From an optimization exercise on the open Yosys and OpenROAD flow, aimed at small area and a short achievable clock period; shortcuts taken in it are not production practice.
RTL that was checked went through simulation tests only; none was proved equivalent to the original.

Design CordicVectoring, start of the top module:
module CordicVectoring (
  input  wire        in_clk,
  input  wire        in_rst,
  input  wire        in_enable,
  input  wire [15:0] in_x,
  input  wire [15:0] in_y,
  output wire        out_valid,
  output wire [18:0] out_phase,
  output wire [15:0] out_x,
  output wire [15:0] out_y
);
  Cordic u_cordic (
    .in_clk    (in_clk),
    .in_rst    (in_rst),
    .in_enable (in_enable),
    .in_x      (in_x),
    .in_y      (in_y),
    .out_valid (out_valid),
    .out_phase (out_phase),
    .out_x     (out_x),
    .out_y     (out_y)
  );
endmodule
==> flow/config.mk <==
export PLATFORM = sky130hd
export DESIGN_NAME = CordicVectoring
export DESIGN_NICKNAME = CordicVectoring
export VERILOG_FILES = /design/flow/design.v
export SDC_FILE = /design/flow/constraint.sdc
export NUM_CORES = 4
export LEC_CHECK = 0
export CAP_MARGIN = 20
export CORE_MARGIN = 2
export CORE_UTILIZATION = 40
export CTS_BUF_LIST = sky130_fd_sc_hd__clkbuf_4 sky130_fd_sc_hd__clkbuf_8
export SLEW_MARGIN = 20
==> flow/constraint.sdc <==
create_clock -name core_clock -period 9.0 [get_ports {in_clk}]
set_input_delay 1.8000 -clock core_clock [delete_from_list [all_inputs] [get_ports {in_clk}]]
set_output_delay 1.8000 -clock core_clock [all_outputs]
set_load 0.01 [all_outputs]
standard.sh (not shown) runs the stock make flow with config.mk's settings and CLKGATE_MAP_FILE= SYNTH_SCRIPT=/design/flow/synth_recipe.tcl, a recipe that flattens the netlist after the stock synthesis.
==> flow/flow/run.sh <==
#!/bin/bash
set -euo pipefail
bash standard.sh \
  SETUP_SLACK_MARGIN=${MARGIN:-6.0} \
  "BUFFER_PORTS_ARGS=-buffer_cell sky130_fd_sc_hd__buf_2" \
  finish > standard.log 2>&1
Then changed:
==> flow/flow/run.sh (replaced) <==
#!/bin/bash
set -euo pipefail
bash standard.sh \
  SETUP_SLACK_MARGIN=${MARGIN:-6.1} \
  "BUFFER_PORTS_ARGS=-buffer_cell sky130_fd_sc_hd__buf_2" \
  finish > standard.log 2>&1
Settings changed: CORE_UTILIZATION 40 to 65, CTS_BUF_LIST sky130_fd_sc_hd__clkbuf_4 sky130_fd_sc_hd__clkbuf_8 to not set, PLACE_DENSITY set to 0.75.
After rerunning: The new run passed the timing, design-rule and antenna checks; non-clock buffer count increases by 49; utilization increases by 30 points; sequential cell count does not change; sequential share of layout area went down by 0.13 points; count of clock-buffer cells in the layout goes down by 64; clock skew goes down by 0.029 ns; final cell count went down by a little under a tenth; global-route usage goes up by 11 points; wire length rose by a little under a tenth.
Then changed:
==> flow/flow/run.sh (replaced) <==
#!/bin/bash
set -euo pipefail
bash standard.sh \
  SETUP_SLACK_MARGIN=${MARGIN:-6.25} \
  "BUFFER_PORTS_ARGS=-buffer_cell sky130_fd_sc_hd__buf_2" \
  finish > standard.log 2>&1
Settings changed: CORE_UTILIZATION 65 to 40, PLACE_DENSITY 0.75 to not set.
- register-to-register slack improved by 0.04 ns
- via count drops by 0.75%
- hold slack improved by 0.0068 ns
- setup slack improved by 0.038 ns
Then changed:
==> flow/flow/run.sh (replaced) <==
#!/bin/bash
set -euo pipefail
bash standard.sh \
  SETUP_SLACK_MARGIN=${MARGIN:-6.1} \
  "BUFFER_PORTS_ARGS=-buffer_cell sky130_fd_sc_hd__buf_2" \
  finish > standard.log 2>&1
After rerunning: Cell count fell by 1.7%. Maximum frequency goes down by 2.9%. Via count decreases by 4.3%. Synthesized cell count is unchanged. Area after synthesis is unchanged. Routed wire length decreases by 8.2%. Count of clock-buffer cells in the layout increases by 3. Critical path depth drops by 3. Cell area shrinks by 4.5%. Core utilization decreases by 2.2 points.
Function was not checked in any run of this note: the RTL went through the layout flow alone.

---

CordicVectoring, a different RTL version from the one above (not shown whole).
For scale: about 480 flip-flops, roughly 87 I/O pins, ~26000 sq um of cells after synthesis.
clock: 9.0 ns
lec_check: 0
cap_margin: 20
core_margin: 2
core_utilization: 40
cts_cluster_diameter: 100
cts_cluster_size: 30
slew_margin: 20
==> flow/flow/run.sh <==
#!/bin/bash
set -euo pipefail
bash standard.sh \
  SETUP_SLACK_MARGIN=${MARGIN:-6.1} \
  "BUFFER_PORTS_ARGS=-buffer_cell sky130_fd_sc_hd__buf_2" \
  finish > standard.log 2>&1
The baseline completed with no timing, DRC or antenna violations.
Rerun with:
==> flow/flow/run.sh (replaced) <==
#!/bin/bash
set -euo pipefail
bash standard.sh \
  SETUP_SLACK_MARGIN=${MARGIN:-6.0} \
  "BUFFER_PORTS_ARGS=-buffer_cell sky130_fd_sc_hd__buf_2" \
  finish > standard.log 2>&1
Settings changed: CORE_UTILIZATION 40 to 55.
What happened: The changed run finished with timing, DRC and antenna clean. Synthesized cell count stays the same. Via count drops by 0.82%. Cell count shrinks by 8.5%. Hold slack hardly moves. First-iteration DRC count shrinks by 23%. Final area drops by 5.1%. Fmax goes down by 2.0%.
Rerun with:
==> flow/flow/run.sh (replaced) <==
#!/bin/bash
set -euo pipefail
bash standard.sh \
  SETUP_SLACK_MARGIN=${MARGIN:-5.7} \
  "BUFFER_PORTS_ARGS=-buffer_cell sky130_fd_sc_hd__buf_2" \
  finish > standard.log 2>&1
Settings changed: CORE_UTILIZATION 55 to 40, CTS_CLUSTER_DIAMETER 100 to unset, CTS_CLUSTER_SIZE 30 to unset.
After rerunning: The changed run completed without violations; worst setup slack degrades by 0.20 ns; global-route usage went down by 5.8 points; hold slack stays flat.
Rerun with:
==> flow/flow/run.sh (replaced) <==
#!/bin/bash
set -euo pipefail
bash standard.sh \
  SETUP_SLACK_MARGIN=6.0 \
  "BUFFER_PORTS_ARGS=-buffer_cell sky130_fd_sc_hd__buf_2" \
  finish > standard.log 2>&1
Settings changed: CORE_UTILIZATION 40 to 55, CTS_CLUSTER_DIAMETER set to 100, CTS_CLUSTER_SIZE set to 30.
Outcome: The changed run completed without violations. Cell area went down by 2.1%. Maximum frequency rises by about 7%. Clock-buffer cell count shrinks by 50.
Rerun with:
==> flow/flow/run.sh (replaced) <==
#!/bin/bash
set -euo pipefail
bash standard.sh \
  SETUP_SLACK_MARGIN=${MARGIN:-6.0} \
  "BUFFER_PORTS_ARGS=-buffer_cell sky130_fd_sc_hd__buf_2" \
  finish > standard.log 2>&1
Settings changed: CORE_UTILIZATION 55 to 40, CTS_CLUSTER_DIAMETER 100 to unset, CTS_CLUSTER_SIZE 30 to unset.
After rerunning:
- The changed run ran to the end with no violations
- wire length rose by 0.42%
- global-route usage went down by 5.6 points
- via count increases by 0.45%
- setup slack gains 0.0047 ns
- core utilization is lower by 14 points
- critical path depth is higher by 1
- sequential cell count is unchanged
- synthesized area does not change
Rerun with:
==> flow/flow/run.sh (replaced) <==
#!/bin/bash
set -euo pipefail
bash standard.sh \
  SETUP_SLACK_MARGIN=${MARGIN:-6.2} \
  "BUFFER_PORTS_ARGS=-buffer_cell sky130_fd_sc_hd__buf_2" \
  finish > standard.log 2>&1
Outcome: The new run completed without violations. Via count rose by a few percent. Hold slack is about the same. Cell count came out higher by a few percent. Core utilization climbs by 2.9 points. Setup slack degrades by 0.016 ns. Count of clock-buffer cells in the layout goes up by 2. Die area is unchanged.

---

juniper:
CordicVectoring again, from the RTL that the note above started with.
Settings: LEC_CHECK=0, CAP_MARGIN=20, CORE_MARGIN=2, CORE_UTILIZATION=55, CTS_CLUSTER_DIAMETER=100, CTS_CLUSTER_SIZE=30, SLEW_MARGIN=20; clock period 9.0 ns.
==> flow/flow/run.sh <==
#!/bin/bash
set -euo pipefail
bash standard.sh \
  SETUP_SLACK_MARGIN=5.9 \
  "BUFFER_PORTS_ARGS=-buffer_cell sky130_fd_sc_hd__buf_2" \
  finish > standard.log 2>&1
juniper finished all stages; the layout is clean.
Inputs modified between juniper and amber:
Settings: swapping 30 for 24 in CTS_CLUSTER_SIZE; swapping 55 for 40 in CORE_UTILIZATION.
==> flow/flow/run.sh <==
#!/bin/bash
set -euo pipefail
bash standard.sh \
  SETUP_SLACK_MARGIN=${MARGIN:-6.0} \
  "BUFFER_PORTS_ARGS=-buffer_cell sky130_fd_sc_hd__buf_2" \
  finish > standard.log 2>&1
[summary]
Of juniper and amber, the run reporting the higher worst setup slack after placement was amber. Shortest period the worst path allows in amber vs juniper: down 0.033 ns. Routability congestion estimate in amber is 0.0087 higher than in juniper. Of juniper and amber, the run reporting the higher buffers plus inverters on the worst setup path was amber. [compare] base=juniper new=amber: routed wire length saw an increase; buffer count excluding the clock tree in the final layout saw an increase.
Input changes introduced in lagoon (baseline for comparison: amber):
Settings: CTS_CLUSTER_DIAMETER no longer set, was 100; CTS_BUF_LIST now sky130_fd_sc_hd__clkbuf_8, previously not set; CTS_CLUSTER_SIZE no longer set, was 24.
==> flow/flow/run.sh <==
#!/bin/bash
set -euo pipefail
bash standard.sh \
  SETUP_SLACK_MARGIN=${MARGIN:-5.9} \
  "BUFFER_PORTS_ARGS=-buffer_cell sky130_fd_sc_hd__buf_2" \
  finish > standard.log 2>&1
- lagoon finished every step from synthesis to the final layout, and the layout passed the timing, design-rule and antenna checks.
- The standard cells in lagoon occupy more silicon area than those in amber do.
- The non-clock buffer count in lagoon is 0.66 times that in amber.
- Between lagoon and amber, it is lagoon whose post-route clock period utilization is higher, by 0.57 points.
- Per the comparison of lagoon with amber, core utilization shows an increase of 0.29 points, total met3 wirelength after detailed routing shows an increase of 510 um, global placer's final weighted congestion shows no meaningful change, hold slack shows a reduction of 0.014 ns, total detailed-routing wirelength shows a reduction of about 1.1%.
- Against amber, lagoon reports a setup slack that is lower.
--- input diff lagoon..willow ---
Settings: an added CTS_CLUSTER_DIAMETER of 100; a change of CORE_UTILIZATION from 40 to 65; a deleted CTS_BUF_LIST that had been sky130_fd_sc_hd__clkbuf_8; an added CTS_CLUSTER_SIZE of 30.
==> flow/flow/run.sh <==
#!/bin/bash
set -euo pipefail
bash standard.sh \
  SETUP_SLACK_MARGIN=6.0 \
  "BUFFER_PORTS_ARGS=-buffer_cell sky130_fd_sc_hd__buf_2" \
  finish > standard.log 2>&1
--- outcome ---
The vias after detailed routing was comparable across lagoon and willow. Shortest period the worst path allows ended up 0.041 ns lower on willow than on lagoon. When willow is measured against lagoon, its met3 global-route usage turns out 0.86 points lower. Relative to lagoon, the detailed-routing iteration count for the pre-antenna-repair pass of willow is lower by 1. Against lagoon, number of clock buffers in the layout in willow fell by more than half. Going from lagoon to willow, the design area was found to have gone down by 4.0%. Instance area at placement for willow is lower than for lagoon. willow: worst hold slack 0.013 ns above lagoon.
What garnet does differently from willow at the input level:
Settings: an added ABC_AREA of 1; a change of CORE_UTILIZATION from 65 to 40; a deleted CTS_CLUSTER_SIZE that had been 30; a deleted CTS_CLUSTER_DIAMETER that had been 100.
==> flow/flow/run.sh <==
#!/bin/bash
set -euo pipefail
bash standard.sh \
  SETUP_SLACK_MARGIN=${MARGIN:-5.9} \
  "BUFFER_PORTS_ARGS=-buffer_cell sky130_fd_sc_hd__buf_2" \
  finish > standard.log 2>&1
Results
- Relative to willow, number of filler cells placed in the layout increased by 4145 in garnet.
- Higher data arrival time of the critical path was reported by willow, not garnet.
- Of garnet and willow, the lower worst setup slack belongs to willow.
- sky130_fd_sc_hd__fa_1 as the critical-path cell with the highest stage delay was reported by willow, and sky130_fd_sc_hd__dfxtp_1 by garnet.
- Between willow and garnet, the flow reports global-route wire length before repair increasing by more than 10%.
- Comparing garnet and willow, area of the core is lower on willow.
- Inverter count in garnet is 120% above willow.
- Looking at the reports, garnet completed the entire flow and the layout it produced met the timing, design-rule and antenna checks.
- Compared with willow, in garnet utilization moved down; fmax moved up.
[inputs] yarrow vs garnet
Settings: setting CTS_CLUSTER_DIAMETER to 60 for the first time; removing ABC_AREA (formerly 1); setting CTS_CLUSTER_SIZE to 30 for the first time.
==> flow/flow/run.sh <==
#!/bin/bash
set -euo pipefail
bash standard.sh \
  SETUP_SLACK_MARGIN=${MARGIN:-6.0} \
  "BUFFER_PORTS_ARGS=-buffer_cell sky130_fd_sc_hd__buf_2" \
  finish > standard.log 2>&1
Results
Comparing placed cell area for garnet and yarrow, the smaller number came from yarrow.
The higher first-pass GRT wire length came out of garnet.
The lower multiplexer area fraction after synthesis of garnet and yarrow is in garnet.
On yarrow: sequential share of layout area is 2.1 points higher than what garnet gave.
Maximum frequency (higher): garnet
Sort garnet and yarrow by number of distinct library cell variants in the gate-level netlist after synthesis desc -> top: yarrow
sky130_fd_sc_hd__dfxtp_1 as the highest-delay cell along the critical path was reported by garnet, and sky130_fd_sc_hd__fa_2 by yarrow.
Against garnet, core box area in yarrow came out better.

-- what the ideal ports hide --
Ports are ideal in the flow. The routed layouts listed here were re-timed in OpenROAD.
Step 1: set_driving_cell puts a clkbuf_16 on in_clk and a buf_2 on each other input, an assumption about the parent block.
Step 2, shift: input delay + t, output delay - t, t = (earliest + latest rising clock arrival at the registers) / 2. This alone moves slack from input paths to output paths.
Three values: ideal, step 1, step 2; two values: the first two.
run | shift t [ns] | setup slack, ns | worst data-port slew with drivers (ns) | cell pins on the clock port's net
the first run of note 1 | 0.718 | 6.056 / 6.000 / 6.062 | 0.04 | 1
the second run of note 1 | 0.643 | 6.088 / 6.084 / 6.088 | 0.04 | 1
the third run of note 1 | 0.669 | 6.126 / 6.071 / 6.126 | 0.03 | 1
the fourth run of note 1 | 0.659 | 6.040 / 6.040 / 6.040 | 0.05 | 1
the first run of note 2 | 0.624 | 6.119 / 6.082 / 6.119 | 0.04 | 1
the second run of note 2 | 0.605 | 6.061 / 6.061 / 6.061 | 0.05 | 1
the third run of note 2 | 0.659 | 5.865 / 5.865 / 5.865 | 0.04 | 1
the fourth run of note 2 | 0.605 | 6.061 / 6.061 / 6.061 | 0.05 | 1
the fifth run of note 2 | 0.637 | 6.066 / 6.066 / 6.066 | 0.04 | 1
the sixth run of note 2 | 0.667 | 6.049 / 6.049 / 6.049 | 0.04 | 1
juniper | 0.614 | 6.017 / 6.017 / 6.017 | 0.05 | 1
amber | 0.637 | 6.050 / 6.050 / 6.050 | 0.05 | 1
lagoon | 0.708 | 5.999 / 5.999 / 5.999 | 0.04 | 1
willow | 0.605 | 6.040 / 6.040 / 6.040 | 0.06 | 1
garnet | 0.671 | 6.087 / 6.024 / 6.119 | 0.04 | 1
yarrow | 0.621 | 6.051 / 6.051 / 6.051 | 0.04 | 1
After both steps every run listed still meets setup and hold.
